What follows belongs to an exercise in optimizing a design on an open flow for small area, a short achievable clock period and few clock cycles per item; a production flow would make more cautious choices. The RTL was checked by simulation tests, not by an equivalence proof against the original design.

==> flow/design.v, too long to show whole: its modules and the start of the top module <==
// module geofence_sqrt: 53 lines
// module geofence_mul: 225 lines
// module geofence: 239 lines
module geofence ( clk,reset,X,Y,R,valid,is_inside);
  // ...
==> flow/flow/run.sh <==
#!/bin/bash
# The standard layout (the standard.sh, unchanged synthesis and steps),
# with repair_timing asked for 16.5 ns of extra setup slack so that it works
# on the paths that set the achieved period. Same clock and constraints.
set -euo pipefail
bash standard.sh SETUP_SLACK_MARGIN=16.5 finish > flow_make.log 2>&1
==> flow/standard.sh <==
#!/bin/bash
# synth_recipe.tcl (not shown) runs the flow's synth.tcl, then flattens the netlist and writes it again
# the make line also repeats each setting of config.mk as NAME=value (left out here)
make -C /OpenROAD-flow-scripts/flow DESIGN_CONFIG=/design/flow/config.mk WORK_HOME=/design/flow/orfs CLKGATE_MAP_FILE= SYNTH_SCRIPT=/design/flow/synth_recipe.tcl "${@:-finish}"
==> flow/config.mk <==
export PLATFORM = sky130hd
export DESIGN_NAME = geofence
export DESIGN_NICKNAME = geofence
export VERILOG_FILES = /design/flow/design.v
export SDC_FILE = /design/flow/constraint.sdc
export NUM_CORES = 4
export LEC_CHECK = 0
export ABC_CLOCK_PERIOD_IN_PS = 6000
export CAP_MARGIN = 20
export CORE_MARGIN = 2
export CORE_UTILIZATION = 40
export SLEW_MARGIN = 20
==> flow/constraint.sdc <==
create_clock -name core_clock -period 22.0 [get_ports {clk}]
set_input_delay 4.4000 -clock core_clock [delete_from_list [all_inputs] [get_ports {clk}]]
set_output_delay 4.4000 -clock core_clock [all_outputs]
set_load 0.01 [all_outputs]
==> impl.org, run 1 <==
** Run status
- Outcome :: complete, no violations

** Critical path
- Bufs and invs on worst path :: 1
- In this design, the stage delay of the slowest critical-path cell is 0.37 ns.
- Critical register-to-register path startpoint :: o2[8]$_DFF_P_
- The largest individual stage delay along the critical path comes from the cell dfrtp_1.

** Hold path
- The worst hold path passes through 0 cells.
- The path class of the tightest hold or removal check is register to register.

** Floorplan
- Count of inserted tapcells :: 1500

** Clock tree
- Clock latency reported for the late side of the worst-skew pair :: 0.66 ns
- # H-tree levels :: 3
- CTS tree :: done

** Synth
- The synthesized design contains 577 register bits.
- Summed instance area of the synthesized netlist :: 0.04507 mm²
- Leading area contributor after synthesis :: dfxtp_1
- Synthesis produced 5261 cells.
- Sequential element share of the synthesized area :: 26.17%

** Route
- Detailed routing placed a total of 61660 µm of wire on met2.
- In this run the top signal layer used is met4.
- Detailed Route Iter0 Violations :: 3177
- First-pass detailed-route iteration total :: 11
- DRT antenna net count :: 0

** Cells and area
- In the final layout, flip-flops and latches occupy 0.01188 mm².
- Total number of multi-input combinational cells :: 3924
- Most common cell after layout, fill and taps aside :: inv_1

** Placed design
- HPWL reported at the end of detailed placement :: 98810 µm

** Global routing
- Met3 demand-to-capacity share in global routing :: 3.259%

** Run
- Number of violations of the max-capacitance limit :: 0

** Timing
- The clock arrives with 0.05375 ns of skew.
- Setup violations remaining at the end of the flow were counted as 0.
Testbench counts, summed over its fixed seeds: cycles 86,392, objects 2,400.
==> module geofence_sqrt, before the edit <==
module geofence_sqrt #(parameter [11:0] CUT = 12'b0000_0100_0100) (
    input         clk,
    input  [23:0] a,
    output [11:0] root
);
genvar k;
generate
for (k = 1; k <= 12; k = k + 1) begin : st
    wire [k-1:0]        r_in;
    wire [2*(13-k)-1:0] a_in;
    wire [k:0]          r_out;
    wire [k-1:0]        q_out;
    wire [k+1:0]        rem2;
    wire [k+2:0]        diff;
    wire                ge;
    if (k == 1) begin : f
        assign r_in = 1'b0;
        assign a_in = a;
        assign rem2 = {r_in, a_in[23:22]};
        assign diff = {1'b0, rem2} - 4'd1;
        assign ge = ~diff[k+2];
        assign q_out = ge;
    end else begin : n
        wire [k-2:0] q_in;
        if (CUT[k-2]) begin : c
            reg [k-2:0]         q_r;
            reg [k-1:0]         r_r;
            reg [2*(13-k)-1:0]  a_r;
            always @(posedge clk) begin
                q_r <= st[k-1].q_out;
                r_r <= st[k-1].r_out;
                a_r <= st[k-1].a_in[2*(13-k)-1:0];
            end
            assign q_in = q_r;
            assign r_in = r_r;
            assign a_in = a_r;
        end else begin : w
            assign q_in = st[k-1].q_out;
            assign r_in = st[k-1].r_out;
            assign a_in = st[k-1].a_in[2*(13-k)-1:0];
        end
        assign rem2 = {r_in, a_in[2*(13-k)-1:2*(12-k)]};
        assign diff = {1'b0, rem2} - {2'b00, q_in, 2'b01};
        assign ge = ~diff[k+2];
        assign q_out = {q_in, ge};
    end
    assign r_out = ge ? diff[k:0] : rem2[k:0];
end
endgenerate
reg [11:0] root_r;
always @(posedge clk) root_r <= st[12].q_out;
assign root = root_r;
endmodule
==> run 2, diff against run 1 <==
==> flow/design.v (replaced) <==
module geofence_sqrt #(parameter NS = 11, parameter [NS-1:0] CUT = 'b10_0100_1000) (
    input             clk,
    input  [2*NS-1:0] a,
    output [NS-1:0]   root
);
genvar k;
generate
for (k = 1; k <= NS; k = k + 1) begin : st
    wire [k-1:0]          r_in;
    wire [2*(NS+1-k)-1:0] a_in;
    wire [k:0]            r_out;
    wire [k-1:0]          q_out;
    wire [k+1:0]          rem2;
    wire [k+2:0]          diff;
    wire                  ge;
    if (k == 1) begin : f
        assign r_in = 1'b0;
        assign a_in = a;
        assign rem2 = {r_in, a_in[2*NS-1:2*NS-2]};
        assign diff = {1'b0, rem2} - 4'd1;
        assign ge = ~diff[k+2];
        assign q_out = ge;
    end else begin : n
        wire [k-2:0] q_in;
        if (CUT[k-2]) begin : c
            reg [k-2:0]           q_r;
            reg [k-1:0]           r_r;
            reg [2*(NS+1-k)-1:0]  a_r;
            always @(posedge clk) begin
                q_r <= st[k-1].q_out;
                r_r <= st[k-1].r_out;
                a_r <= st[k-1].a_in[2*(NS+1-k)-1:0];
            end
            assign q_in = q_r;
            assign r_in = r_r;
            assign a_in = a_r;
        end else begin : w
            assign q_in = st[k-1].q_out;
            assign r_in = st[k-1].r_out;
            assign a_in = st[k-1].a_in[2*(NS+1-k)-1:0];
        end
        assign rem2 = {r_in, a_in[2*(NS+1-k)-1:2*(NS-k)]};
        assign diff = {1'b0, rem2} - {2'b00, q_in, 2'b01};
        assign ge = ~diff[k+2];
        assign q_out = {q_in, ge};
    end
    assign r_out = ge ? diff[k:0] : rem2[k:0];
end
endgenerate
reg [NS-1:0] root_r;
always @(posedge clk) root_r <= st[NS].q_out;
assign root = root_r;
endmodule
module geofence_mul_a (input [11:0] a, input [10:0] b, output [22:0] y);
wire w0 = (a[0] & b[9]) ^ (a[1] & b[8]);
wire w1 = (a[0] & b[9]) & (a[1] & b[8]);
wire w2 = (a[0] & b[10]) ^ (a[1] & b[9]) ^ (a[2] & b[8]);
wire w3 = ((a[0] & b[10]) & (a[1] & b[9])) | ((a[0] & b[10]) & (a[2] & b[8])) | ((a[1] & b[9]) & (a[2] & b[8]));
wire w4 = (a[3] & b[7]) ^ (a[4] & b[6]);
wire w5 = (a[3] & b[7]) & (a[4] & b[6]);
wire w6 = (a[1] & b[10]) ^ (a[2] & b[9]) ^ (a[3] & b[8]);
wire w7 = ((a[1] & b[10]) & (a[2] & b[9])) | ((a[1] & b[10]) & (a[3] & b[8])) | ((a[2] & b[9]) & (a[3] & b[8]));
wire w8 = (a[4] & b[7]) ^ (a[5] & b[6]) ^ (a[6] & b[5]);
wire w9 = ((a[4] & b[7]) & (a[5] & b[6])) | ((a[4] & b[7]) & (a[6] & b[5])) | ((a[5] & b[6]) & (a[6] & b[5]));
wire w10 = (a[2] & b[10]) ^ (a[3] & b[9]) ^ (a[4] & b[8]);
wire w11 = ((a[2] & b[10]) & (a[3] & b[9])) | ((a[2] & b[10]) & (a[4] & b[8])) | ((a[3] & b[9]) & (a[4] & b[8]));
wire w12 = (a[5] & b[7]) ^ (a[6] & b[6]);
wire w13 = (a[5] & b[7]) & (a[6] & b[6]);
wire w14 = (a[3] & b[10]) ^ (a[4] & b[9]) ^ (a[5] & b[8]);
wire w15 = ((a[3] & b[10]) & (a[4] & b[9])) | ((a[3] & b[10]) & (a[5] & b[8])) | ((a[4] & b[9]) & (a[5] & b[8]));
wire w16 = (a[0] & b[6]) ^ (a[1] & b[5]);
wire w17 = (a[0] & b[6]) & (a[1] & b[5]);
wire w18 = (a[0] & b[7]) ^ (a[1] & b[6]) ^ (a[2] & b[5]);
wire w19 = ((a[0] & b[7]) & (a[1] & b[6])) | ((a[0] & b[7]) & (a[2] & b[5])) | ((a[1] & b[6]) & (a[2] & b[5]));
wire w20 = (a[3] & b[4]) ^ (a[4] & b[3]);
wire w21 = (a[3] & b[4]) & (a[4] & b[3]);
wire w22 = (a[0] & b[8]) ^ (a[1] & b[7]) ^ (a[2] & b[6]);
wire w23 = ((a[0] & b[8]) & (a[1] & b[7])) | ((a[0] & b[8]) & (a[2] & b[6])) | ((a[1] & b[7]) & (a[2] & b[6]));
wire w24 = (a[3] & b[5]) ^ (a[4] & b[4]) ^ (a[5] & b[3]);
wire w25 = ((a[3] & b[5]) & (a[4] & b[4])) | ((a[3] & b[5]) & (a[5] & b[3])) | ((a[4] & b[4]) & (a[5] & b[3]));
wire w26 = (a[6] & b[2]) ^ (a[7] & b[1]);
wire w27 = (a[6] & b[2]) & (a[7] & b[1]);
wire w28 = (w0) ^ (a[2] & b[7]) ^ (a[3] & b[6]);
wire w29 = ((w0) & (a[2] & b[7])) | ((w0) & (a[3] & b[6])) | ((a[2] & b[7]) & (a[3] & b[6]));
wire w30 = (a[4] & b[5]) ^ (a[5] & b[4]) ^ (a[6] & b[3]);
wire w31 = ((a[4] & b[5]) & (a[5] & b[4])) | ((a[4] & b[5]) & (a[6] & b[3])) | ((a[5] & b[4]) & (a[6] & b[3]));
wire w32 = (a[7] & b[2]) ^ (a[8] & b[1]) ^ (a[9] & b[0]);
wire w33 = ((a[7] & b[2]) & (a[8] & b[1])) | ((a[7] & b[2]) & (a[9] & b[0])) | ((a[8] & b[1]) & (a[9] & b[0]));
wire w34 = (w2) ^ (w4) ^ (a[5] & b[5]);
wire w35 = ((w2) & (w4)) | ((w2) & (a[5] & b[5])) | ((w4) & (a[5] & b[5]));
wire w36 = (a[6] & b[4]) ^ (a[7] & b[3]) ^ (a[8] & b[2]);
wire w37 = ((a[6] & b[4]) & (a[7] & b[3])) | ((a[6] & b[4]) & (a[8] & b[2])) | ((a[7] & b[3]) & (a[8] & b[2]));
wire w38 = (a[9] & b[1]) ^ (a[10] & b[0]) ^ (w1);
wire w39 = ((a[9] & b[1]) & (a[10] & b[0])) | ((a[9] & b[1]) & (w1)) | ((a[10] & b[0]) & (w1));
wire w40 = (w6) ^ (w8) ^ (a[7] & b[4]);
wire w41 = ((w6) & (w8)) | ((w6) & (a[7] & b[4])) | ((w8) & (a[7] & b[4]));
wire w42 = (a[8] & b[3]) ^ (a[9] & b[2]) ^ (a[10] & b[1]);
wire w43 = ((a[8] & b[3]) & (a[9] & b[2])) | ((a[8] & b[3]) & (a[10] & b[1])) | ((a[9] & b[2]) & (a[10] & b[1]));
wire w44 = (a[11] & b[0]) ^ (w3) ^ (w5);
wire w45 = ((a[11] & b[0]) & (w3)) | ((a[11] & b[0]) & (w5)) | ((w3) & (w5));
wire w46 = (w10) ^ (w12) ^ (a[7] & b[5]);
wire w47 = ((w10) & (w12)) | ((w10) & (a[7] & b[5])) | ((w12) & (a[7] & b[5]));
wire w48 = (a[8] & b[4]) ^ (a[9] & b[3]) ^ (a[10] & b[2]);
wire w49 = ((a[8] & b[4]) & (a[9] & b[3])) | ((a[8] & b[4]) & (a[10] & b[2])) | ((a[9] & b[3]) & (a[10] & b[2]));
wire w50 = (a[11] & b[1]) ^ (w7) ^ (w9);
wire w51 = ((a[11] & b[1]) & (w7)) | ((a[11] & b[1]) & (w9)) | ((w7) & (w9));
wire w52 = (w14) ^ (a[6] & b[7]) ^ (a[7] & b[6]);
wire w53 = ((w14) & (a[6] & b[7])) | ((w14) & (a[7] & b[6])) | ((a[6] & b[7]) & (a[7] & b[6]));
wire w54 = (a[8] & b[5]) ^ (a[9] & b[4]) ^ (a[10] & b[3]);
wire w55 = ((a[8] & b[5]) & (a[9] & b[4])) | ((a[8] & b[5]) & (a[10] & b[3])) | ((a[9] & b[4]) & (a[10] & b[3]));
wire w56 = (a[11] & b[2]) ^ (w11) ^ (w13);
wire w57 = ((a[11] & b[2]) & (w11)) | ((a[11] & b[2]) & (w13)) | ((w11) & (w13));
wire w58 = (a[4] & b[10]) ^ (a[5] & b[9]) ^ (a[6] & b[8]);
wire w59 = ((a[4] & b[10]) & (a[5] & b[9])) | ((a[4] & b[10]) & (a[6] & b[8])) | ((a[5] & b[9]) & (a[6] & b[8]));
wire w60 = (a[7] & b[7]) ^ (a[8] & b[6]) ^ (a[9] & b[5]);
wire w61 = ((a[7] & b[7]) & (a[8] & b[6])) | ((a[7] & b[7]) & (a[9] & b[5])) | ((a[8] & b[6]) & (a[9] & b[5]));
wire w62 = (a[10] & b[4]) ^ (a[11] & b[3]) ^ (w15);
wire w63 = ((a[10] & b[4]) & (a[11] & b[3])) | ((a[10] & b[4]) & (w15)) | ((a[11] & b[3]) & (w15));
wire w64 = (a[5] & b[10]) ^ (a[6] & b[9]) ^ (a[7] & b[8]);
wire w65 = ((a[5] & b[10]) & (a[6] & b[9])) | ((a[5] & b[10]) & (a[7] & b[8])) | ((a[6] & b[9]) & (a[7] & b[8]));
wire w66 = (a[8] & b[7]) ^ (a[9] & b[6]) ^ (a[10] & b[5]);
wire w67 = ((a[8] & b[7]) & (a[9] & b[6])) | ((a[8] & b[7]) & (a[10] & b[5])) | ((a[9] & b[6]) & (a[10] & b[5]));
wire w68 = (a[6] & b[10]) ^ (a[7] & b[9]) ^ (a[8] & b[8]);
wire w69 = ((a[6] & b[10]) & (a[7] & b[9])) | ((a[6] & b[10]) & (a[8] & b[8])) | ((a[7] & b[9]) & (a[8] & b[8]));
wire w70 = (a[0] & b[4]) ^ (a[1] & b[3]);
wire w71 = (a[0] & b[4]) & (a[1] & b[3]);
wire w72 = (a[0] & b[5]) ^ (a[1] & b[4]) ^ (a[2] & b[3]);
wire w73 = ((a[0] & b[5]) & (a[1] & b[4])) | ((a[0] & b[5]) & (a[2] & b[3])) | ((a[1] & b[4]) & (a[2] & b[3]));
wire w74 = (a[3] & b[2]) ^ (a[4] & b[1]);
wire w75 = (a[3] & b[2]) & (a[4] & b[1]);
wire w76 = (w16) ^ (a[2] & b[4]) ^ (a[3] & b[3]);
wire w77 = ((w16) & (a[2] & b[4])) | ((w16) & (a[3] & b[3])) | ((a[2] & b[4]) & (a[3] & b[3]));
wire w78 = (a[4] & b[2]) ^ (a[5] & b[1]) ^ (a[6] & b[0]);
wire w79 = ((a[4] & b[2]) & (a[5] & b[1])) | ((a[4] & b[2]) & (a[6] & b[0])) | ((a[5] & b[1]) & (a[6] & b[0]));
wire w80 = (w18) ^ (w20) ^ (a[5] & b[2]);
wire w81 = ((w18) & (w20)) | ((w18) & (a[5] & b[2])) | ((w20) & (a[5] & b[2]));
wire w82 = (a[6] & b[1]) ^ (a[7] & b[0]) ^ (w17);
wire w83 = ((a[6] & b[1]) & (a[7] & b[0])) | ((a[6] & b[1]) & (w17)) | ((a[7] & b[0]) & (w17));
wire w84 = (w22) ^ (w24) ^ (w26);
wire w85 = ((w22) & (w24)) | ((w22) & (w26)) | ((w24) & (w26));
wire w86 = (a[8] & b[0]) ^ (w19) ^ (w21);
wire w87 = ((a[8] & b[0]) & (w19)) | ((a[8] & b[0]) & (w21)) | ((w19) & (w21));
wire w88 = (w28) ^ (w30) ^ (w32);
wire w89 = ((w28) & (w30)) | ((w28) & (w32)) | ((w30) & (w32));
wire w90 = (w23) ^ (w25) ^ (w27);
wire w91 = ((w23) & (w25)) | ((w23) & (w27)) | ((w25) & (w27));
wire w92 = (w34) ^ (w36) ^ (w38);
wire w93 = ((w34) & (w36)) | ((w34) & (w38)) | ((w36) & (w38));
wire w94 = (w29) ^ (w31) ^ (w33);
wire w95 = ((w29) & (w31)) | ((w29) & (w33)) | ((w31) & (w33));
wire w96 = (w40) ^ (w42) ^ (w44);
wire w97 = ((w40) & (w42)) | ((w40) & (w44)) | ((w42) & (w44));
wire w98 = (w35) ^ (w37) ^ (w39);
wire w99 = ((w35) & (w37)) | ((w35) & (w39)) | ((w37) & (w39));
wire w100 = (w46) ^ (w48) ^ (w50);
wire w101 = ((w46) & (w48)) | ((w46) & (w50)) | ((w48) & (w50));
wire w102 = (w41) ^ (w43) ^ (w45);
wire w103 = ((w41) & (w43)) | ((w41) & (w45)) | ((w43) & (w45));
wire w104 = (w52) ^ (w54) ^ (w56);
wire w105 = ((w52) & (w54)) | ((w52) & (w56)) | ((w54) & (w56));
wire w106 = (w47) ^ (w49) ^ (w51);
wire w107 = ((w47) & (w49)) | ((w47) & (w51)) | ((w49) & (w51));
wire w108 = (w58) ^ (w60) ^ (w62);
wire w109 = ((w58) & (w60)) | ((w58) & (w62)) | ((w60) & (w62));
wire w110 = (w53) ^ (w55) ^ (w57);
wire w111 = ((w53) & (w55)) | ((w53) & (w57)) | ((w55) & (w57));
wire w112 = (w64) ^ (w66) ^ (a[11] & b[4]);
wire w113 = ((w64) & (w66)) | ((w64) & (a[11] & b[4])) | ((w66) & (a[11] & b[4]));
wire w114 = (w59) ^ (w61) ^ (w63);
wire w115 = ((w59) & (w61)) | ((w59) & (w63)) | ((w61) & (w63));
wire w116 = (w68) ^ (a[9] & b[7]) ^ (a[10] & b[6]);
wire w117 = ((w68) & (a[9] & b[7])) | ((w68) & (a[10] & b[6])) | ((a[9] & b[7]) & (a[10] & b[6]));
wire w118 = (a[11] & b[5]) ^ (w65) ^ (w67);
wire w119 = ((a[11] & b[5]) & (w65)) | ((a[11] & b[5]) & (w67)) | ((w65) & (w67));
wire w120 = (a[7] & b[10]) ^ (a[8] & b[9]) ^ (a[9] & b[8]);
wire w121 = ((a[7] & b[10]) & (a[8] & b[9])) | ((a[7] & b[10]) & (a[9] & b[8])) | ((a[8] & b[9]) & (a[9] & b[8]));
wire w122 = (a[10] & b[7]) ^ (a[11] & b[6]) ^ (w69);
wire w123 = ((a[10] & b[7]) & (a[11] & b[6])) | ((a[10] & b[7]) & (w69)) | ((a[11] & b[6]) & (w69));
wire w124 = (a[8] & b[10]) ^ (a[9] & b[9]) ^ (a[10] & b[8]);
wire w125 = ((a[8] & b[10]) & (a[9] & b[9])) | ((a[8] & b[10]) & (a[10] & b[8])) | ((a[9] & b[9]) & (a[10] & b[8]));
wire w126 = (a[0] & b[3]) ^ (a[1] & b[2]);
wire w127 = (a[0] & b[3]) & (a[1] & b[2]);
wire w128 = (w70) ^ (a[2] & b[2]) ^ (a[3] & b[1]);
wire w129 = ((w70) & (a[2] & b[2])) | ((w70) & (a[3] & b[1])) | ((a[2] & b[2]) & (a[3] & b[1]));
wire w130 = (w72) ^ (w74) ^ (a[5] & b[0]);
wire w131 = ((w72) & (w74)) | ((w72) & (a[5] & b[0])) | ((w74) & (a[5] & b[0]));
wire w132 = (w76) ^ (w78) ^ (w73);
wire w133 = ((w76) & (w78)) | ((w76) & (w73)) | ((w78) & (w73));
wire w134 = (w80) ^ (w82) ^ (w77);
wire w135 = ((w80) & (w82)) | ((w80) & (w77)) | ((w82) & (w77));
wire w136 = (w84) ^ (w86) ^ (w81);
wire w137 = ((w84) & (w86)) | ((w84) & (w81)) | ((w86) & (w81));
wire w138 = (w88) ^ (w90) ^ (w85);
wire w139 = ((w88) & (w90)) | ((w88) & (w85)) | ((w90) & (w85));
wire w140 = (w92) ^ (w94) ^ (w89);
wire w141 = ((w92) & (w94)) | ((w92) & (w89)) | ((w94) & (w89));
wire w142 = (w96) ^ (w98) ^ (w93);
wire w143 = ((w96) & (w98)) | ((w96) & (w93)) | ((w98) & (w93));
wire w144 = (w100) ^ (w102) ^ (w97);
wire w145 = ((w100) & (w102)) | ((w100) & (w97)) | ((w102) & (w97));
wire w146 = (w104) ^ (w106) ^ (w101);
wire w147 = ((w104) & (w106)) | ((w104) & (w101)) | ((w106) & (w101));
wire w148 = (w108) ^ (w110) ^ (w105);
wire w149 = ((w108) & (w110)) | ((w108) & (w105)) | ((w110) & (w105));
wire w150 = (w112) ^ (w114) ^ (w109);
wire w151 = ((w112) & (w114)) | ((w112) & (w109)) | ((w114) & (w109));
wire w152 = (w116) ^ (w118) ^ (w113);
wire w153 = ((w116) & (w118)) | ((w116) & (w113)) | ((w118) & (w113));
wire w154 = (w120) ^ (w122) ^ (w117);
wire w155 = ((w120) & (w122)) | ((w120) & (w117)) | ((w122) & (w117));
wire w156 = (w124) ^ (a[11] & b[7]) ^ (w121);
wire w157 = ((w124) & (a[11] & b[7])) | ((w124) & (w121)) | ((a[11] & b[7]) & (w121));
wire w158 = (a[9] & b[10]) ^ (a[10] & b[9]) ^ (a[11] & b[8]);
wire w159 = ((a[9] & b[10]) & (a[10] & b[9])) | ((a[9] & b[10]) & (a[11] & b[8])) | ((a[10] & b[9]) & (a[11] & b[8]));
wire w160 = (a[0] & b[2]) ^ (a[1] & b[1]);
wire w161 = (a[0] & b[2]) & (a[1] & b[1]);
wire w162 = (w126) ^ (a[2] & b[1]) ^ (a[3] & b[0]);
wire w163 = ((w126) & (a[2] & b[1])) | ((w126) & (a[3] & b[0])) | ((a[2] & b[1]) & (a[3] & b[0]));
wire w164 = (w128) ^ (a[4] & b[0]) ^ (w127);
wire w165 = ((w128) & (a[4] & b[0])) | ((w128) & (w127)) | ((a[4] & b[0]) & (w127));
wire w166 = (w130) ^ (w71) ^ (w129);
wire w167 = ((w130) & (w71)) | ((w130) & (w129)) | ((w71) & (w129));
wire w168 = (w132) ^ (w75) ^ (w131);
wire w169 = ((w132) & (w75)) | ((w132) & (w131)) | ((w75) & (w131));
wire w170 = (w134) ^ (w79) ^ (w133);
wire w171 = ((w134) & (w79)) | ((w134) & (w133)) | ((w79) & (w133));
wire w172 = (w136) ^ (w83) ^ (w135);
wire w173 = ((w136) & (w83)) | ((w136) & (w135)) | ((w83) & (w135));
wire w174 = (w138) ^ (w87) ^ (w137);
wire w175 = ((w138) & (w87)) | ((w138) & (w137)) | ((w87) & (w137));
wire w176 = (w140) ^ (w91) ^ (w139);
wire w177 = ((w140) & (w91)) | ((w140) & (w139)) | ((w91) & (w139));
wire w178 = (w142) ^ (w95) ^ (w141);
wire w179 = ((w142) & (w95)) | ((w142) & (w141)) | ((w95) & (w141));
wire w180 = (w144) ^ (w99) ^ (w143);
wire w181 = ((w144) & (w99)) | ((w144) & (w143)) | ((w99) & (w143));
wire w182 = (w146) ^ (w103) ^ (w145);
wire w183 = ((w146) & (w103)) | ((w146) & (w145)) | ((w103) & (w145));
wire w184 = (w148) ^ (w107) ^ (w147);
wire w185 = ((w148) & (w107)) | ((w148) & (w147)) | ((w107) & (w147));
wire w186 = (w150) ^ (w111) ^ (w149);
wire w187 = ((w150) & (w111)) | ((w150) & (w149)) | ((w111) & (w149));
wire w188 = (w152) ^ (w115) ^ (w151);
wire w189 = ((w152) & (w115)) | ((w152) & (w151)) | ((w115) & (w151));
wire w190 = (w154) ^ (w119) ^ (w153);
wire w191 = ((w154) & (w119)) | ((w154) & (w153)) | ((w119) & (w153));
wire w192 = (w156) ^ (w123) ^ (w155);
wire w193 = ((w156) & (w123)) | ((w156) & (w155)) | ((w123) & (w155));
wire w194 = (w158) ^ (w125) ^ (w157);
wire w195 = ((w158) & (w125)) | ((w158) & (w157)) | ((w125) & (w157));
wire w196 = (a[10] & b[10]) ^ (a[11] & b[9]) ^ (w159);
wire w197 = ((a[10] & b[10]) & (a[11] & b[9])) | ((a[10] & b[10]) & (w159)) | ((a[11] & b[9]) & (w159));
wire [22:0] r0 = {1'b0, a[11] & b[10], w196, w194, w192, w190, w188, w186, w184, w182, w180, w178, w176, w174, w172, w170, w168, w166, w164, w162, w160, a[0] & b[1], a[0] & b[0]};
wire [22:0] r1 = {1'b0, w197, w195, w193, w191, w189, w187, w185, w183, w181, w179, w177, w175, w173, w171, w169, w167, w165, w163, w161, a[2] & b[0], a[1] & b[0], 1'b0};
assign y = r0 + r1;
endmodule
module geofence_mul_b (input [10:0] a, input [10:0] b, output [21:0] y);
wire w0 = (a[0] & b[9]) ^ (a[1] & b[8]);
wire w1 = (a[0] & b[9]) & (a[1] & b[8]);
wire w2 = (a[0] & b[10]) ^ (a[1] & b[9]) ^ (a[2] & b[8]);
wire w3 = ((a[0] & b[10]) & (a[1] & b[9])) | ((a[0] & b[10]) & (a[2] & b[8])) | ((a[1] & b[9]) & (a[2] & b[8]));
wire w4 = (a[3] & b[7]) ^ (a[4] & b[6]);
wire w5 = (a[3] & b[7]) & (a[4] & b[6]);
wire w6 = (a[1] & b[10]) ^ (a[2] & b[9]) ^ (a[3] & b[8]);
wire w7 = ((a[1] & b[10]) & (a[2] & b[9])) | ((a[1] & b[10]) & (a[3] & b[8])) | ((a[2] & b[9]) & (a[3] & b[8]));
wire w8 = (a[4] & b[7]) ^ (a[5] & b[6]);
wire w9 = (a[4] & b[7]) & (a[5] & b[6]);
wire w10 = (a[2] & b[10]) ^ (a[3] & b[9]) ^ (a[4] & b[8]);
wire w11 = ((a[2] & b[10]) & (a[3] & b[9])) | ((a[2] & b[10]) & (a[4] & b[8])) | ((a[3] & b[9]) & (a[4] & b[8]));
wire w12 = (a[0] & b[6]) ^ (a[1] & b[5]);
wire w13 = (a[0] & b[6]) & (a[1] & b[5]);
wire w14 = (a[0] & b[7]) ^ (a[1] & b[6]) ^ (a[2] & b[5]);
wire w15 = ((a[0] & b[7]) & (a[1] & b[6])) | ((a[0] & b[7]) & (a[2] & b[5])) | ((a[1] & b[6]) & (a[2] & b[5]));
wire w16 = (a[3] & b[4]) ^ (a[4] & b[3]);
wire w17 = (a[3] & b[4]) & (a[4] & b[3]);
wire w18 = (a[0] & b[8]) ^ (a[1] & b[7]) ^ (a[2] & b[6]);
wire w19 = ((a[0] & b[8]) & (a[1] & b[7])) | ((a[0] & b[8]) & (a[2] & b[6])) | ((a[1] & b[7]) & (a[2] & b[6]));
wire w20 = (a[3] & b[5]) ^ (a[4] & b[4]) ^ (a[5] & b[3]);
wire w21 = ((a[3] & b[5]) & (a[4] & b[4])) | ((a[3] & b[5]) & (a[5] & b[3])) | ((a[4] & b[4]) & (a[5] & b[3]));
wire w22 = (a[6] & b[2]) ^ (a[7] & b[1]);
wire w23 = (a[6] & b[2]) & (a[7] & b[1]);
wire w24 = (w0) ^ (a[2] & b[7]) ^ (a[3] & b[6]);
wire w25 = ((w0) & (a[2] & b[7])) | ((w0) & (a[3] & b[6])) | ((a[2] & b[7]) & (a[3] & b[6]));
wire w26 = (a[4] & b[5]) ^ (a[5] & b[4]) ^ (a[6] & b[3]);
wire w27 = ((a[4] & b[5]) & (a[5] & b[4])) | ((a[4] & b[5]) & (a[6] & b[3])) | ((a[5] & b[4]) & (a[6] & b[3]));
wire w28 = (a[7] & b[2]) ^ (a[8] & b[1]) ^ (a[9] & b[0]);
wire w29 = ((a[7] & b[2]) & (a[8] & b[1])) | ((a[7] & b[2]) & (a[9] & b[0])) | ((a[8] & b[1]) & (a[9] & b[0]));
wire w30 = (w2) ^ (w4) ^ (a[5] & b[5]);
wire w31 = ((w2) & (w4)) | ((w2) & (a[5] & b[5])) | ((w4) & (a[5] & b[5]));
wire w32 = (a[6] & b[4]) ^ (a[7] & b[3]) ^ (a[8] & b[2]);
wire w33 = ((a[6] & b[4]) & (a[7] & b[3])) | ((a[6] & b[4]) & (a[8] & b[2])) | ((a[7] & b[3]) & (a[8] & b[2]));
wire w34 = (a[9] & b[1]) ^ (a[10] & b[0]) ^ (w1);
wire w35 = ((a[9] & b[1]) & (a[10] & b[0])) | ((a[9] & b[1]) & (w1)) | ((a[10] & b[0]) & (w1));
wire w36 = (w6) ^ (w8) ^ (a[6] & b[5]);
wire w37 = ((w6) & (w8)) | ((w6) & (a[6] & b[5])) | ((w8) & (a[6] & b[5]));
wire w38 = (a[7] & b[4]) ^ (a[8] & b[3]) ^ (a[9] & b[2]);
wire w39 = ((a[7] & b[4]) & (a[8] & b[3])) | ((a[7] & b[4]) & (a[9] & b[2])) | ((a[8] & b[3]) & (a[9] & b[2]));
wire w40 = (a[10] & b[1]) ^ (w3) ^ (w5);
wire w41 = ((a[10] & b[1]) & (w3)) | ((a[10] & b[1]) & (w5)) | ((w3) & (w5));
wire w42 = (w10) ^ (a[5] & b[7]) ^ (a[6] & b[6]);
wire w43 = ((w10) & (a[5] & b[7])) | ((w10) & (a[6] & b[6])) | ((a[5] & b[7]) & (a[6] & b[6]));
wire w44 = (a[7] & b[5]) ^ (a[8] & b[4]) ^ (a[9] & b[3]);
wire w45 = ((a[7] & b[5]) & (a[8] & b[4])) | ((a[7] & b[5]) & (a[9] & b[3])) | ((a[8] & b[4]) & (a[9] & b[3]));
wire w46 = (a[10] & b[2]) ^ (w7) ^ (w9);
wire w47 = ((a[10] & b[2]) & (w7)) | ((a[10] & b[2]) & (w9)) | ((w7) & (w9));
wire w48 = (a[3] & b[10]) ^ (a[4] & b[9]) ^ (a[5] & b[8]);
wire w49 = ((a[3] & b[10]) & (a[4] & b[9])) | ((a[3] & b[10]) & (a[5] & b[8])) | ((a[4] & b[9]) & (a[5] & b[8]));
wire w50 = (a[6] & b[7]) ^ (a[7] & b[6]) ^ (a[8] & b[5]);
wire w51 = ((a[6] & b[7]) & (a[7] & b[6])) | ((a[6] & b[7]) & (a[8] & b[5])) | ((a[7] & b[6]) & (a[8] & b[5]));
wire w52 = (a[9] & b[4]) ^ (a[10] & b[3]) ^ (w11);
wire w53 = ((a[9] & b[4]) & (a[10] & b[3])) | ((a[9] & b[4]) & (w11)) | ((a[10] & b[3]) & (w11));
wire w54 = (a[4] & b[10]) ^ (a[5] & b[9]) ^ (a[6] & b[8]);
wire w55 = ((a[4] & b[10]) & (a[5] & b[9])) | ((a[4] & b[10]) & (a[6] & b[8])) | ((a[5] & b[9]) & (a[6] & b[8]));
wire w56 = (a[7] & b[7]) ^ (a[8] & b[6]) ^ (a[9] & b[5]);
wire w57 = ((a[7] & b[7]) & (a[8] & b[6])) | ((a[7] & b[7]) & (a[9] & b[5])) | ((a[8] & b[6]) & (a[9] & b[5]));
wire w58 = (a[5] & b[10]) ^ (a[6] & b[9]) ^ (a[7] & b[8]);
wire w59 = ((a[5] & b[10]) & (a[6] & b[9])) | ((a[5] & b[10]) & (a[7] & b[8])) | ((a[6] & b[9]) & (a[7] & b[8]));
wire w60 = (a[0] & b[4]) ^ (a[1] & b[3]);
wire w61 = (a[0] & b[4]) & (a[1] & b[3]);
wire w62 = (a[0] & b[5]) ^ (a[1] & b[4]) ^ (a[2] & b[3]);
wire w63 = ((a[0] & b[5]) & (a[1] & b[4])) | ((a[0] & b[5]) & (a[2] & b[3])) | ((a[1] & b[4]) & (a[2] & b[3]));
wire w64 = (a[3] & b[2]) ^ (a[4] & b[1]);
wire w65 = (a[3] & b[2]) & (a[4] & b[1]);
wire w66 = (w12) ^ (a[2] & b[4]) ^ (a[3] & b[3]);
wire w67 = ((w12) & (a[2] & b[4])) | ((w12) & (a[3] & b[3])) | ((a[2] & b[4]) & (a[3] & b[3]));
wire w68 = (a[4] & b[2]) ^ (a[5] & b[1]) ^ (a[6] & b[0]);
wire w69 = ((a[4] & b[2]) & (a[5] & b[1])) | ((a[4] & b[2]) & (a[6] & b[0])) | ((a[5] & b[1]) & (a[6] & b[0]));
wire w70 = (w14) ^ (w16) ^ (a[5] & b[2]);
wire w71 = ((w14) & (w16)) | ((w14) & (a[5] & b[2])) | ((w16) & (a[5] & b[2]));
wire w72 = (a[6] & b[1]) ^ (a[7] & b[0]) ^ (w13);
wire w73 = ((a[6] & b[1]) & (a[7] & b[0])) | ((a[6] & b[1]) & (w13)) | ((a[7] & b[0]) & (w13));
wire w74 = (w18) ^ (w20) ^ (w22);
wire w75 = ((w18) & (w20)) | ((w18) & (w22)) | ((w20) & (w22));
wire w76 = (a[8] & b[0]) ^ (w15) ^ (w17);
wire w77 = ((a[8] & b[0]) & (w15)) | ((a[8] & b[0]) & (w17)) | ((w15) & (w17));
wire w78 = (w24) ^ (w26) ^ (w28);
wire w79 = ((w24) & (w26)) | ((w24) & (w28)) | ((w26) & (w28));
wire w80 = (w19) ^ (w21) ^ (w23);
wire w81 = ((w19) & (w21)) | ((w19) & (w23)) | ((w21) & (w23));
wire w82 = (w30) ^ (w32) ^ (w34);
wire w83 = ((w30) & (w32)) | ((w30) & (w34)) | ((w32) & (w34));
wire w84 = (w25) ^ (w27) ^ (w29);
wire w85 = ((w25) & (w27)) | ((w25) & (w29)) | ((w27) & (w29));
wire w86 = (w36) ^ (w38) ^ (w40);
wire w87 = ((w36) & (w38)) | ((w36) & (w40)) | ((w38) & (w40));
wire w88 = (w31) ^ (w33) ^ (w35);
wire w89 = ((w31) & (w33)) | ((w31) & (w35)) | ((w33) & (w35));
wire w90 = (w42) ^ (w44) ^ (w46);
wire w91 = ((w42) & (w44)) | ((w42) & (w46)) | ((w44) & (w46));
wire w92 = (w37) ^ (w39) ^ (w41);
wire w93 = ((w37) & (w39)) | ((w37) & (w41)) | ((w39) & (w41));
wire w94 = (w48) ^ (w50) ^ (w52);
wire w95 = ((w48) & (w50)) | ((w48) & (w52)) | ((w50) & (w52));
wire w96 = (w43) ^ (w45) ^ (w47);
wire w97 = ((w43) & (w45)) | ((w43) & (w47)) | ((w45) & (w47));
wire w98 = (w54) ^ (w56) ^ (a[10] & b[4]);
wire w99 = ((w54) & (w56)) | ((w54) & (a[10] & b[4])) | ((w56) & (a[10] & b[4]));
wire w100 = (w49) ^ (w51) ^ (w53);
wire w101 = ((w49) & (w51)) | ((w49) & (w53)) | ((w51) & (w53));
wire w102 = (w58) ^ (a[8] & b[7]) ^ (a[9] & b[6]);
wire w103 = ((w58) & (a[8] & b[7])) | ((w58) & (a[9] & b[6])) | ((a[8] & b[7]) & (a[9] & b[6]));
wire w104 = (a[10] & b[5]) ^ (w55) ^ (w57);
wire w105 = ((a[10] & b[5]) & (w55)) | ((a[10] & b[5]) & (w57)) | ((w55) & (w57));
wire w106 = (a[6] & b[10]) ^ (a[7] & b[9]) ^ (a[8] & b[8]);
wire w107 = ((a[6] & b[10]) & (a[7] & b[9])) | ((a[6] & b[10]) & (a[8] & b[8])) | ((a[7] & b[9]) & (a[8] & b[8]));
wire w108 = (a[9] & b[7]) ^ (a[10] & b[6]) ^ (w59);
wire w109 = ((a[9] & b[7]) & (a[10] & b[6])) | ((a[9] & b[7]) & (w59)) | ((a[10] & b[6]) & (w59));
wire w110 = (a[7] & b[10]) ^ (a[8] & b[9]) ^ (a[9] & b[8]);
wire w111 = ((a[7] & b[10]) & (a[8] & b[9])) | ((a[7] & b[10]) & (a[9] & b[8])) | ((a[8] & b[9]) & (a[9] & b[8]));
wire w112 = (a[0] & b[3]) ^ (a[1] & b[2]);
wire w113 = (a[0] & b[3]) & (a[1] & b[2]);
wire w114 = (w60) ^ (a[2] & b[2]) ^ (a[3] & b[1]);
wire w115 = ((w60) & (a[2] & b[2])) | ((w60) & (a[3] & b[1])) | ((a[2] & b[2]) & (a[3] & b[1]));
wire w116 = (w62) ^ (w64) ^ (a[5] & b[0]);
wire w117 = ((w62) & (w64)) | ((w62) & (a[5] & b[0])) | ((w64) & (a[5] & b[0]));
wire w118 = (w66) ^ (w68) ^ (w63);
wire w119 = ((w66) & (w68)) | ((w66) & (w63)) | ((w68) & (w63));
wire w120 = (w70) ^ (w72) ^ (w67);
wire w121 = ((w70) & (w72)) | ((w70) & (w67)) | ((w72) & (w67));
wire w122 = (w74) ^ (w76) ^ (w71);
wire w123 = ((w74) & (w76)) | ((w74) & (w71)) | ((w76) & (w71));
wire w124 = (w78) ^ (w80) ^ (w75);
wire w125 = ((w78) & (w80)) | ((w78) & (w75)) | ((w80) & (w75));
wire w126 = (w82) ^ (w84) ^ (w79);
wire w127 = ((w82) & (w84)) | ((w82) & (w79)) | ((w84) & (w79));
wire w128 = (w86) ^ (w88) ^ (w83);
wire w129 = ((w86) & (w88)) | ((w86) & (w83)) | ((w88) & (w83));
wire w130 = (w90) ^ (w92) ^ (w87);
wire w131 = ((w90) & (w92)) | ((w90) & (w87)) | ((w92) & (w87));
wire w132 = (w94) ^ (w96) ^ (w91);
wire w133 = ((w94) & (w96)) | ((w94) & (w91)) | ((w96) & (w91));
wire w134 = (w98) ^ (w100) ^ (w95);
wire w135 = ((w98) & (w100)) | ((w98) & (w95)) | ((w100) & (w95));
wire w136 = (w102) ^ (w104) ^ (w99);
wire w137 = ((w102) & (w104)) | ((w102) & (w99)) | ((w104) & (w99));
wire w138 = (w106) ^ (w108) ^ (w103);
wire w139 = ((w106) & (w108)) | ((w106) & (w103)) | ((w108) & (w103));
wire w140 = (w110) ^ (a[10] & b[7]) ^ (w107);
wire w141 = ((w110) & (a[10] & b[7])) | ((w110) & (w107)) | ((a[10] & b[7]) & (w107));
wire w142 = (a[8] & b[10]) ^ (a[9] & b[9]) ^ (a[10] & b[8]);
wire w143 = ((a[8] & b[10]) & (a[9] & b[9])) | ((a[8] & b[10]) & (a[10] & b[8])) | ((a[9] & b[9]) & (a[10] & b[8]));
wire w144 = (a[0] & b[2]) ^ (a[1] & b[1]);
wire w145 = (a[0] & b[2]) & (a[1] & b[1]);
wire w146 = (w112) ^ (a[2] & b[1]) ^ (a[3] & b[0]);
wire w147 = ((w112) & (a[2] & b[1])) | ((w112) & (a[3] & b[0])) | ((a[2] & b[1]) & (a[3] & b[0]));
wire w148 = (w114) ^ (a[4] & b[0]) ^ (w113);
wire w149 = ((w114) & (a[4] & b[0])) | ((w114) & (w113)) | ((a[4] & b[0]) & (w113));
wire w150 = (w116) ^ (w61) ^ (w115);
wire w151 = ((w116) & (w61)) | ((w116) & (w115)) | ((w61) & (w115));
wire w152 = (w118) ^ (w65) ^ (w117);
wire w153 = ((w118) & (w65)) | ((w118) & (w117)) | ((w65) & (w117));
wire w154 = (w120) ^ (w69) ^ (w119);
wire w155 = ((w120) & (w69)) | ((w120) & (w119)) | ((w69) & (w119));
wire w156 = (w122) ^ (w73) ^ (w121);
wire w157 = ((w122) & (w73)) | ((w122) & (w121)) | ((w73) & (w121));
wire w158 = (w124) ^ (w77) ^ (w123);
wire w159 = ((w124) & (w77)) | ((w124) & (w123)) | ((w77) & (w123));
wire w160 = (w126) ^ (w81) ^ (w125);
wire w161 = ((w126) & (w81)) | ((w126) & (w125)) | ((w81) & (w125));
wire w162 = (w128) ^ (w85) ^ (w127);
wire w163 = ((w128) & (w85)) | ((w128) & (w127)) | ((w85) & (w127));
wire w164 = (w130) ^ (w89) ^ (w129);
wire w165 = ((w130) & (w89)) | ((w130) & (w129)) | ((w89) & (w129));
wire w166 = (w132) ^ (w93) ^ (w131);
wire w167 = ((w132) & (w93)) | ((w132) & (w131)) | ((w93) & (w131));
wire w168 = (w134) ^ (w97) ^ (w133);
wire w169 = ((w134) & (w97)) | ((w134) & (w133)) | ((w97) & (w133));
wire w170 = (w136) ^ (w101) ^ (w135);
wire w171 = ((w136) & (w101)) | ((w136) & (w135)) | ((w101) & (w135));
wire w172 = (w138) ^ (w105) ^ (w137);
wire w173 = ((w138) & (w105)) | ((w138) & (w137)) | ((w105) & (w137));
wire w174 = (w140) ^ (w109) ^ (w139);
wire w175 = ((w140) & (w109)) | ((w140) & (w139)) | ((w109) & (w139));
wire w176 = (w142) ^ (w111) ^ (w141);
wire w177 = ((w142) & (w111)) | ((w142) & (w141)) | ((w111) & (w141));
wire w178 = (a[9] & b[10]) ^ (a[10] & b[9]) ^ (w143);
wire w179 = ((a[9] & b[10]) & (a[10] & b[9])) | ((a[9] & b[10]) & (w143)) | ((a[10] & b[9]) & (w143));
wire [21:0] r0 = {1'b0, a[10] & b[10], w178, w176, w174, w172, w170, w168, w166, w164, w162, w160, w158, w156, w154, w152, w150, w148, w146, w144, a[0] & b[1], a[0] & b[0]};
wire [21:0] r1 = {1'b0, w179, w177, w175, w173, w171, w169, w167, w165, w163, w161, w159, w157, w155, w153, w151, w149, w147, w145, a[2] & b[0], a[1] & b[0], 1'b0};
assign y = r0 + r1;
endmodule
module geofence ( clk,reset,X,Y,R,valid,is_inside);
input clk;
input reset;
input [9:0] X;
input [9:0] Y;
input [10:0] R;
output valid;
output is_inside;
reg [5:0] cyc;
reg valid_r, isin_r;
reg [1:0] opm;    
reg       npm;    
reg [2:0] npa, npb;
reg [2:0] nrot;   
reg       sq;     
reg [2:0] nre;    
reg       ce;     
reg [2:0] ci, cj;
reg       acc;    
localparam LAST = 6'd35;
always @(*) begin
    opm = 2'd0; sq = 1'b0; acc = 1'b0; ce = 1'b0; ci = 3'd0; cj = 3'd0;
    npm = 1'b0; npa = 3'd0; npb = 3'd0; nre = 3'd0; nrot = 3'd0;
    case (cyc)
    6'd0: begin opm = 2'd0; sq = 1'b0; acc = 1'b0; ce = 1'b0; ci = 3'd0; cj = 3'd0; npm = 1'b0; npa = 3'd0; npb = 3'd0; nre = 3'd0; nrot = 3'd1; end
    6'd1: begin opm = 2'd0; sq = 1'b0; acc = 1'b0; ce = 1'b0; ci = 3'd0; cj = 3'd0; npm = 1'b0; npa = 3'd0; npb = 3'd0; nre = 3'd0; nrot = 3'd2; end
    6'd2: begin opm = 2'd0; sq = 1'b0; acc = 1'b0; ce = 1'b0; ci = 3'd0; cj = 3'd0; npm = 1'b0; npa = 3'd1; npb = 3'd2; nre = 3'd0; nrot = 3'd3; end
    6'd3: begin opm = 2'd0; sq = 1'b0; acc = 1'b0; ce = 1'b0; ci = 3'd0; cj = 3'd0; npm = 1'b0; npa = 3'd1; npb = 3'd3; nre = 3'd0; nrot = 3'd4; end
    6'd4: begin opm = 2'd0; sq = 1'b0; acc = 1'b0; ce = 1'b0; ci = 3'd0; cj = 3'd0; npm = 1'b0; npa = 3'd2; npb = 3'd3; nre = 3'd0; nrot = 3'd5; end
    6'd5: begin opm = 2'd0; sq = 1'b0; acc = 1'b0; ce = 1'b1; ci = 3'd1; cj = 3'd2; npm = 1'b0; npa = 3'd1; npb = 3'd4; nre = 3'd0; nrot = 3'd0; end
    6'd6: begin opm = 2'd0; sq = 1'b0; acc = 1'b0; ce = 1'b1; ci = 3'd1; cj = 3'd3; npm = 1'b0; npa = 3'd2; npb = 3'd4; nre = 3'd0; nrot = 3'd1; end
    6'd7: begin opm = 2'd0; sq = 1'b0; acc = 1'b0; ce = 1'b1; ci = 3'd2; cj = 3'd3; npm = 1'b0; npa = 3'd3; npb = 3'd4; nre = 3'd0; nrot = 3'd2; end
    6'd8: begin opm = 2'd0; sq = 1'b0; acc = 1'b0; ce = 1'b1; ci = 3'd1; cj = 3'd4; npm = 1'b0; npa = 3'd1; npb = 3'd5; nre = 3'd0; nrot = 3'd3; end
    6'd9: begin opm = 2'd0; sq = 1'b0; acc = 1'b0; ce = 1'b1; ci = 3'd2; cj = 3'd4; npm = 1'b0; npa = 3'd2; npb = 3'd5; nre = 3'd0; nrot = 3'd4; end
    6'd10: begin opm = 2'd0; sq = 1'b0; acc = 1'b0; ce = 1'b1; ci = 3'd3; cj = 3'd4; npm = 1'b0; npa = 3'd3; npb = 3'd5; nre = 3'd0; nrot = 3'd5; end
    6'd11: begin opm = 2'd0; sq = 1'b0; acc = 1'b0; ce = 1'b1; ci = 3'd1; cj = 3'd5; npm = 1'b0; npa = 3'd4; npb = 3'd5; nre = 3'd0; nrot = 3'd0; end
    6'd12: begin opm = 2'd0; sq = 1'b0; acc = 1'b0; ce = 1'b1; ci = 3'd2; cj = 3'd5; npm = 1'b0; npa = 3'd0; npb = 3'd0; nre = 3'd0; nrot = 3'd1; end
    6'd13: begin opm = 2'd0; sq = 1'b0; acc = 1'b0; ce = 1'b1; ci = 3'd3; cj = 3'd5; npm = 1'b0; npa = 3'd0; npb = 3'd0; nre = 3'd0; nrot = 3'd2; end
    6'd14: begin opm = 2'd0; sq = 1'b0; acc = 1'b0; ce = 1'b1; ci = 3'd4; cj = 3'd5; npm = 1'b1; npa = 3'd0; npb = 3'd0; nre = 3'd0; nrot = 3'd3; end
    6'd15: begin opm = 2'd1; sq = 1'b0; acc = 1'b0; ce = 1'b0; ci = 3'd0; cj = 3'd0; npm = 1'b1; npa = 3'd1; npb = 3'd0; nre = 3'd0; nrot = 3'd4; end
    6'd16: begin opm = 2'd1; sq = 1'b0; acc = 1'b0; ce = 1'b0; ci = 3'd0; cj = 3'd0; npm = 1'b1; npa = 3'd2; npb = 3'd0; nre = 3'd0; nrot = 3'd5; end
    6'd17: begin opm = 2'd1; sq = 1'b0; acc = 1'b0; ce = 1'b0; ci = 3'd0; cj = 3'd0; npm = 1'b1; npa = 3'd3; npb = 3'd0; nre = 3'd0; nrot = 3'd0; end
    6'd18: begin opm = 2'd1; sq = 1'b0; acc = 1'b0; ce = 1'b0; ci = 3'd0; cj = 3'd0; npm = 1'b1; npa = 3'd4; npb = 3'd0; nre = 3'd0; nrot = 3'd1; end
    6'd19: begin opm = 2'd1; sq = 1'b0; acc = 1'b0; ce = 1'b0; ci = 3'd0; cj = 3'd0; npm = 1'b1; npa = 3'd5; npb = 3'd0; nre = 3'd0; nrot = 3'd2; end
    6'd20: begin opm = 2'd1; sq = 1'b0; acc = 1'b0; ce = 1'b0; ci = 3'd0; cj = 3'd0; npm = 1'b0; npa = 3'd0; npb = 3'd0; nre = 3'd1; nrot = 3'd3; end
    6'd21: begin opm = 2'd2; sq = 1'b0; acc = 1'b0; ce = 1'b0; ci = 3'd0; cj = 3'd0; npm = 1'b0; npa = 3'd0; npb = 3'd0; nre = 3'd2; nrot = 3'd4; end
    6'd22: begin opm = 2'd2; sq = 1'b0; acc = 1'b0; ce = 1'b0; ci = 3'd0; cj = 3'd0; npm = 1'b0; npa = 3'd0; npb = 3'd0; nre = 3'd3; nrot = 3'd5; end
    6'd23: begin opm = 2'd2; sq = 1'b1; acc = 1'b0; ce = 1'b0; ci = 3'd0; cj = 3'd0; npm = 1'b0; npa = 3'd0; npb = 3'd0; nre = 3'd4; nrot = 3'd0; end
    6'd24: begin opm = 2'd2; sq = 1'b1; acc = 1'b0; ce = 1'b0; ci = 3'd0; cj = 3'd0; npm = 1'b0; npa = 3'd0; npb = 3'd0; nre = 3'd5; nrot = 3'd1; end
    6'd25: begin opm = 2'd2; sq = 1'b1; acc = 1'b0; ce = 1'b0; ci = 3'd0; cj = 3'd0; npm = 1'b0; npa = 3'd0; npb = 3'd0; nre = 3'd0; nrot = 3'd2; end
    6'd26: begin opm = 2'd2; sq = 1'b1; acc = 1'b0; ce = 1'b0; ci = 3'd0; cj = 3'd0; npm = 1'b1; npa = 3'd0; npb = 3'd0; nre = 3'd0; nrot = 3'd3; end
    6'd27: begin opm = 2'd3; sq = 1'b1; acc = 1'b0; ce = 1'b0; ci = 3'd0; cj = 3'd0; npm = 1'b1; npa = 3'd1; npb = 3'd0; nre = 3'd0; nrot = 3'd4; end
    6'd28: begin opm = 2'd3; sq = 1'b1; acc = 1'b0; ce = 1'b0; ci = 3'd0; cj = 3'd0; npm = 1'b1; npa = 3'd2; npb = 3'd0; nre = 3'd0; nrot = 3'd5; end
    6'd29: begin opm = 2'd3; sq = 1'b0; acc = 1'b1; ce = 1'b0; ci = 3'd0; cj = 3'd0; npm = 1'b1; npa = 3'd3; npb = 3'd0; nre = 3'd0; nrot = 3'd0; end
    6'd30: begin opm = 2'd3; sq = 1'b0; acc = 1'b1; ce = 1'b0; ci = 3'd0; cj = 3'd0; npm = 1'b1; npa = 3'd4; npb = 3'd0; nre = 3'd0; nrot = 3'd1; end
    6'd31: begin opm = 2'd3; sq = 1'b0; acc = 1'b1; ce = 1'b0; ci = 3'd0; cj = 3'd0; npm = 1'b1; npa = 3'd5; npb = 3'd0; nre = 3'd0; nrot = 3'd2; end
    6'd32: begin opm = 2'd3; sq = 1'b0; acc = 1'b1; ce = 1'b0; ci = 3'd0; cj = 3'd0; npm = 1'b0; npa = 3'd0; npb = 3'd0; nre = 3'd0; nrot = 3'd3; end
    6'd33: begin opm = 2'd0; sq = 1'b0; acc = 1'b1; ce = 1'b0; ci = 3'd0; cj = 3'd0; npm = 1'b0; npa = 3'd0; npb = 3'd0; nre = 3'd0; nrot = 3'd4; end
    6'd34: begin opm = 2'd0; sq = 1'b0; acc = 1'b1; ce = 1'b0; ci = 3'd0; cj = 3'd0; npm = 1'b0; npa = 3'd0; npb = 3'd0; nre = 3'd0; nrot = 3'd5; end
    6'd35: begin opm = 2'd0; sq = 1'b0; acc = 1'b0; ce = 1'b0; ci = 3'd0; cj = 3'd0; npm = 1'b0; npa = 3'd0; npb = 3'd0; nre = 3'd0; nrot = 3'd0; end
    default: ;
    endcase
end
always @(posedge clk, posedge reset) begin
    if (reset) begin
        cyc <= 6'd0;
        valid_r <= 1'b0;
    end else begin
        cyc <= (cyc == LAST) ? 6'd0 : cyc + 6'd1;
        valid_r <= (cyc == LAST - 6'd1);
    end
end
assign valid = valid_r;
assign is_inside = isin_r;
reg [30:0] ring [0:5];
reg [9:0]  x0, y0;    
integer n;
always @(posedge clk) begin
    for (n = 0; n < 5; n = n + 1)
        ring[n] <= ring[n+1];
    ring[5] <= (cyc < 6'd6) ? {X, Y, R} : ring[0];
    if (cyc == 6'd0) begin
        x0 <= X;
        y0 <= Y;
    end
end
reg [2:0] rank [1:5];
reg [2:0] rankn [1:5];    
reg [5:0] la, lb, lra, lrb;    
reg [5:0] na, nb, nra, nrb;    
reg [5:0] sa, sb, sra, srb;
integer m;
always @(*) begin
    la = 6'd0; lb = 6'd0;
    if (!npm) begin
        la[npa] = 1'b1;
        lb[npb] = 1'b1;
    end else begin
        la[0] = (npa == 3'd0);
        lb[0] = (npa == 3'd5);
        for (m = 1; m < 6; m = m + 1) begin
            la[m] = (rankn[m] == npa - 3'd1);
            lb[m] = (rankn[m] == npa);
        end
    end
    lra[0] = (nre == 3'd0);
    lrb[0] = (nre == 3'd5);
    for (m = 1; m < 6; m = m + 1) begin
        lra[m] = (rankn[m] == nre - 3'd1);
        lrb[m] = (rankn[m] == nre);
    end
    for (m = 0; m < 6; m = m + 1) begin
        na[m] = la[(m + nrot) % 6];
        nb[m] = lb[(m + nrot) % 6];
        nra[m] = lra[(m + nrot) % 6];
        nrb[m] = lrb[(m + nrot) % 6];
    end
end
always @(posedge clk) begin
    sa <= na;
    sb <= nb;
    sra <= nra;
    srb <= nrb;
end
reg [9:0]  xa, ya, xb, yb;
reg [10:0] ra, rb;
always @(*) begin
    xa = 10'd0; ya = 10'd0; ra = 11'd0; xb = 10'd0; yb = 10'd0; rb = 11'd0;
    for (m = 0; m < 6; m = m + 1) begin
        xa = xa | (ring[m][30:21] & {10{sa[m]}});
        ya = ya | (ring[m][20:11] & {10{sa[m]}});
        ra = ra | (ring[m][10:0]  & {11{sra[m]}});
        xb = xb | (ring[m][30:21] & {10{sb[m]}});
        yb = yb | (ring[m][20:11] & {10{sb[m]}});
        rb = rb | (ring[m][10:0]  & {11{srb[m]}});
    end
end
wire [10:0] sqo;             
wire [10:0] sqo1;            
reg  [11:0] rsum;            
reg  [11:0] rdif;            
wire [10:0] as = sqo;        
reg  [21:0] p1, p2;          
reg         g1, g2;          
reg         gp1, gp2;        
always @(posedge clk) begin
    rsum <= ra + rb;
    rdif <= ra - rb;
end
reg [13:0] u1p, u1q, u2p, u2q, u3p, u3q, u4p, u4q;
reg        sb1, sb2, sb3, sb4, hv;
always @(*) begin
    sb1 = 1'b1; sb2 = 1'b1; sb3 = 1'b1; sb4 = 1'b1; hv = 1'b0;
    case (opm)
    2'd0: begin  
        u1p = xa;  u1q = x0;
        u2p = yb;  u2q = y0;
        u3p = ya;  u3q = y0;
        u4p = xb;  u4q = x0;
    end
    2'd1: begin  
        u1p = xa;  u1q = xb;
        u2p = xa;  u2q = xb;
        u3p = ya;  u3q = yb;
        u4p = yb;  u4q = ya;
    end
    2'd2: begin  
        hv = 1'b1;
        u1p = as;   u1q = rsum; sb1 = 1'b0;
        u2p = as;   u2q = {{2{rdif[11]}}, rdif};
        u3p = as;   u3q = {{2{rdif[11]}}, rdif}; sb3 = 1'b0;
        u4p = rsum; u4q = as;
    end
    default: begin  
        u1p = sqo; u1q = 14'd0;
        u2p = sqo1; u2q = 14'd0;
        u3p = xa;  u3q = xb; sb3 = 1'b0;
        u4p = yb;  u4q = ya;
    end
    endcase
end
function [12:0] opu;    
    input [13:0] p, q;
    input        sub, h;
    reg [13:0] x, y;
    begin
        x = sub ? p - q : p + q;
        y = h ? {x[13], x[13:1]} : x;
        opu = {y[13], (y[13] ? -y[11:0] : y[11:0])};
    end
endfunction
wire [12:0] d1 = opu(u1p, u1q, sb1, hv);
wire [12:0] d2 = opu(u2p, u2q, sb2, hv);
wire [12:0] d3 = opu(u3p, u3q, sb3, hv);
wire [12:0] d4 = opu(u4p, u4q, sb4, hv);
reg [11:0] o1;
reg [10:0] o2, o3, o4;
wire [22:0] m12;
wire [21:0] m34;
geofence_mul_a U_M1 (.a(o1), .b(o2), .y(m12));
geofence_mul_b U_M2 (.a(o3), .b(o4), .y(m34));
always @(posedge clk) begin
    o1 <= d1[11:0]; o2 <= d2[10:0]; o3 <= d3[10:0]; o4 <= d4[10:0];
    g1 <= d1[12] ^ d2[12];
    g2 <= d3[12] ^ d4[12];
    p1 <= m12[21:0];
    p2 <= m34;
    gp1 <= g1;
    gp2 <= g2;
end
wire p2gt = p2 > p1;
wire ccw = gp2 ? (gp1 ? p2gt : 1'b1) : (gp1 ? 1'b0 : !p2gt);
always @(*) begin
    for (m = 1; m < 6; m = m + 1) begin
        if (cyc == 6'd0)
            rankn[m] = 3'd0;
        else if (ce && ((ccw && cj == m) || (!ccw && ci == m)))
            rankn[m] = rank[m] + 3'd1;
        else
            rankn[m] = rank[m];
    end
end
always @(posedge clk) begin
    for (m = 1; m < 6; m = m + 1)
        rank[m] <= rankn[m];
end
wire [21:0] sqi = sq ? p1 : p1 + p2;
geofence_sqrt #(.NS(11), .CUT(11'b100_1001_000)) U_SQ (.clk(clk), .a(sqi), .root(sqo));
geofence_sqrt #(.NS(11), .CUT(11'b100_1001_000)) U_SQ1 (.clk(clk), .a(p2), .root(sqo1));
reg  [26:0] dacc;
wire [26:0] dadd = {4'b0000, p1, 1'b0} + (gp2 ? {5'b00000, p2} : ~{5'b00000, p2}) + {26'd0, ~gp2};
wire [26:0] dnew = dacc + dadd;
always @(posedge clk) begin
    if (cyc == 6'd0)
        dacc <= 27'd0;
    else if (acc)
        dacc <= dnew;
    if (cyc == LAST - 6'd1)
        isin_r <= dnew[26] || (dnew == 27'd0);
end
endmodule
==> run 2 against run 1 <==
Compared with the run above:
- critical path depth stayed put
- first-iteration DRC count fell by 20%
- critical path type unchanged
- clock skew fell by 0.0094 ns
- sequential cell count shrank 21
- die area is 7.8% lower
- largest cell class unchanged
- still clean
==> impl.org, run 2 <==
** Run status
- Outcome :: complete, no violations (unchanged)

** Placed design
- HPWL reported at the end of detailed placement :: 88320 µm (was 98810 µm)
- The count of input and output buffers is 34 (unchanged).
- DP Area :: 0.04323 mm² (was 0.04689 mm²)

** Synth
- Leading area contributor after synthesis :: dfxtp_1 (unchanged)
- Summed instance area of the synthesized netlist :: 0.04152 mm² (was 0.04507 mm²)
- Number of warnings issued by yosys :: 5 (unchanged)
- The average size of a mapped cell was 8.590 µm² (was 8.567 µm²).
- Commonest cells in the synthesized netlist :: dfxtp_1 (528), inv_1 (477), nand2_1 (379) (was dfxtp_1 (549), inv_1 (546), ha_1 (417))
- Mapped Nets :: 5446 (was 5944)
- Sequential element share of the synthesized area :: 27.40% (was 26.17%)
- Number of register bits inferred by synthesis :: 556 (was 577)
- Syn Inst Count :: 4833 (was 5261)

** Critical path
- Top cell family by delay on the critical path :: flip-flops (unchanged)
- The instance count on the critical path is 1 (unchanged).
- The number of buffer and inverter stages on the critical path was 1 (unchanged).
- The sort of element at the start of the critical path is a register (unchanged).
- Critical path's largest stage delay :: 0.37 ns (about the same)
- Number of cells on the worst reg-to-reg path :: 24 (was 17)
- Largest fanout on the critical path :: 1 (unchanged)
- The required time at the worst-slack endpoint was 17.60 ns (about the same).
- The arrival time reported for the critical path endpoint was 1.16 ns (was 1.15 ns).
- The slowest cell on the critical path is edfxtp_1 (was dfrtp_1).
- The beginning of the worst register-to-register path was p1[1]$_DFF_P_ (was o2[8]$_DFF_P_).
- The worst flop-to-flop path endpoint was U_SQ.st[5].n.c.r_r[4]$_DFF_P_ (was p1[22]$_DFF_P_).

** Global routing
- GRT Overall Usage :: 21.51% (was 22.03%)
- The first-pass GRT wire length came to 184900 µm (was 204300 µm).
- Antenna violations before repair :: 7 (was 0)
- Via count of the first global-routing pass :: 33490 (was 36720)

** Cells and area
- The number of diodes added for antenna fixing is 0 (unchanged).
- The fraction of the core area covered by cells at the end of the flow is 46.45% (was 45.87%).
- Top library cells by usage in the layout, fill and taps aside: dfxtp_1 (481), inv_1 (461), nand2_1 (359) (was inv_1 (535), dfxtp_1 (516), ha_1 (395)).
- Post-layout nets :: 5506 (was 5998)
- The most common cell after layout, fill and taps aside was dfxtp_1 (was inv_1).
- Ratio of cells with drive above 1 in the final layout :: 13.25% (was 10.95%)
- Final cell area excluding filler cells :: 0.04793 mm² (was 0.05147 mm²)
- Top register by number of flip-flops :: ring (unchanged)

** Timing
- Minimum clock period :: 5.563 ns (was 5.548 ns)
- Peak Freq :: 0.1798 GHz (was 0.1803 GHz)
- Final setup fails :: 0 (unchanged)
- Unrepaired setup endpoints after global routing: true (unchanged).
- Number of max-slew violations in the final report :: 0 (unchanged)
- Post-route fraction of the period consumed by the critical path :: 25.29% (was 25.22%)
- Worst-case headroom to the max-slew limit :: 34.16% (was 21.57%)
- The aggregate negative setup slack came to 0 ns (unchanged).
- Worst clock skew :: 0.04433 ns (was 0.05375 ns)

** Route
- Met3 wire length :: 6361 µm (was 7493 µm)
- DRT antenna net count :: 0 (unchanged)
- The via count was 34760 (was 38190).
- Top layer in use :: met5 (was met4)
- The total iterations of the first detailed-routing run is 6 (was 11).
- Per-cell routed wire length :: 18.96 µm (was 19.39 µm)
- The first-iteration detailed-routing DRC count was 2537 (was 3177).
- The routed length on met2 was 56420 µm (was 61660 µm).
- Per-cell via count in the routed design :: 5.497 (was 5.559)

** Clock tree
- # H-tree levels :: 2 (was 3)
- CTS tree :: done (unchanged)
- The number of sinks driven by the clock tree came to 556 (was 577).
- The insertion delay of the later-clocked pin in the worst-skew pair is 0.67 ns (was 0.66 ns).
- The cell at the root of the clock tree is clkbuf_16 (unchanged).

** Floorplan
- The number of placement rows is 118 (was 123).
- The core footprint is 0.1032 mm² (was 0.1122 mm²).
- The die span in y came to 326.2 µm (was 339.7 µm).
- Die area :: 0.1064 mm² (was 0.1154 mm²)

** Hold path
- Hold Path Stages :: 0 (unchanged)
- The classification of the worst-slack hold path was register to register (unchanged).
- The source of the worst hold timing path is U_SQ1.st[5].n.c.a_r[0]$_DFF_P_ (was U_SQ1.st[4].n.c.a_r[10]$_DFF_P_).

** Run
- The number of maximum-capacitance constraint violations is 0 (unchanged).
==> run 2: kinds of logic (layout without fill, tap and decap cells) <==
group	count (synthesis)	after routing	share of synthesized area, %
AND/OR/NAND/NOR	1445	1446	17.22
AO/OA/AOI/OAI	1113	1113	17.75
buffers and inverters	682	792	6.253
adder cells (fa/ha/maj)	580	580	21.13
multiplexers	129	129	3.330
flip-flops	556	556	27.40
XOR/XNOR	328	328	6.919
==> run 2: layout make-up <==
cell class	instances	area, µm²	area share (%)
well taps	1380	1727	3.602
inverters	483	1841	3.840
multi-input cells	3596	28970	60.44
repair buffers	196	1800	3.756
clock inverters	35	420.4	0.8770
clock buffers	78	1682	3.508
flip-flops and latches	556	11490	23.98
==> run 2: through the flow <==
stage               hold WS [ns]  instances
global route              0.3277       6324
CTS                       0.3258       6255
floorplan                 0.3096       4833
global placement          0.3110       6083
detailed placement        0.3121       6084
finish                    0.3242       6324
==> run 2: timing repair <==
| item | in CTS | in global routing |
|---|---|---|
| gates resized for setup | 129 | 270 |
| setup endpoints to repair | 104 | 117 |
| buffers inserted | 57 | 66 |
| pin swaps | 44 | 89 |
| gates cloned | 1 | 3 |
==> run 2: how the worst max path moves through the flow <==
| stage | start | end | slack (ns) |
|---|---|---|---|
| after floorplan | cyc[1]$_DFF_PP0_ | o4[9]$_DFF_P_ | 16.49 |
| after global placement | U_SQ1.st[8].n.c.q_r[0]$_DFF_P_ | U_SQ1.st[11].n.c.r_r[8]$_DFF_P_ | 15.49 |
| after detailed placement | U_SQ1.st[8].n.c.a_r[6]$_DFF_P_ | U_SQ1.st[11].n.c.r_r[8]$_DFF_P_ | 15.36 |
| after CTS | isin_r$_DFFE_PP_ | is_inside | 16.38 |
| final | isin_r$_DFFE_PP_ | is_inside | 16.44 |
| after global routing | U_SQ1.st[8].n.c.q_r[0]$_DFF_P_ | U_SQ1.st[11].n.c.r_r[1]$_DFF_P_ | 16.21 |
==> run 2: per-layer routing <==
layer	vias to the layer above	track usage, %
li1	16770	-
met1	16730	28.13
met2	1033	36.34
met3	226	2.886
met4	10	7.423
met5	-	0
Testbench counts of run 2, summed over its fixed seeds: cycles 86,392, objects 2,400.

## static timing again, ports no longer ideal
In the flow no input, the clock included, has a driving cell. The finished layouts below were timed again as built, in two steps. Step 1 sets driving cells, clkbuf_16 on the clock port and buf_2 on the other inputs (assumed; they add their load-dependent delay and slew). Step 2 moves the port delays by t, midway between the first and last clock arrival at a register: inputs arrive t later, outputs are due t later. That takes back most of the time a late clock gives input paths. a / b / c = ideal / step 1 / step 2; a / b = the first two.
| run | t (ns) | slack for setup (ns) | pins driven straight from the clock port |
|---|---|---|---|
| run 1 | 0.695 | 16.452 / 16.388 / 16.624 | 1 |
| run 2 | 0.720 | 16.437 / 16.367 / 16.477 | 1 |
After both steps every run listed still meets setup and hold.
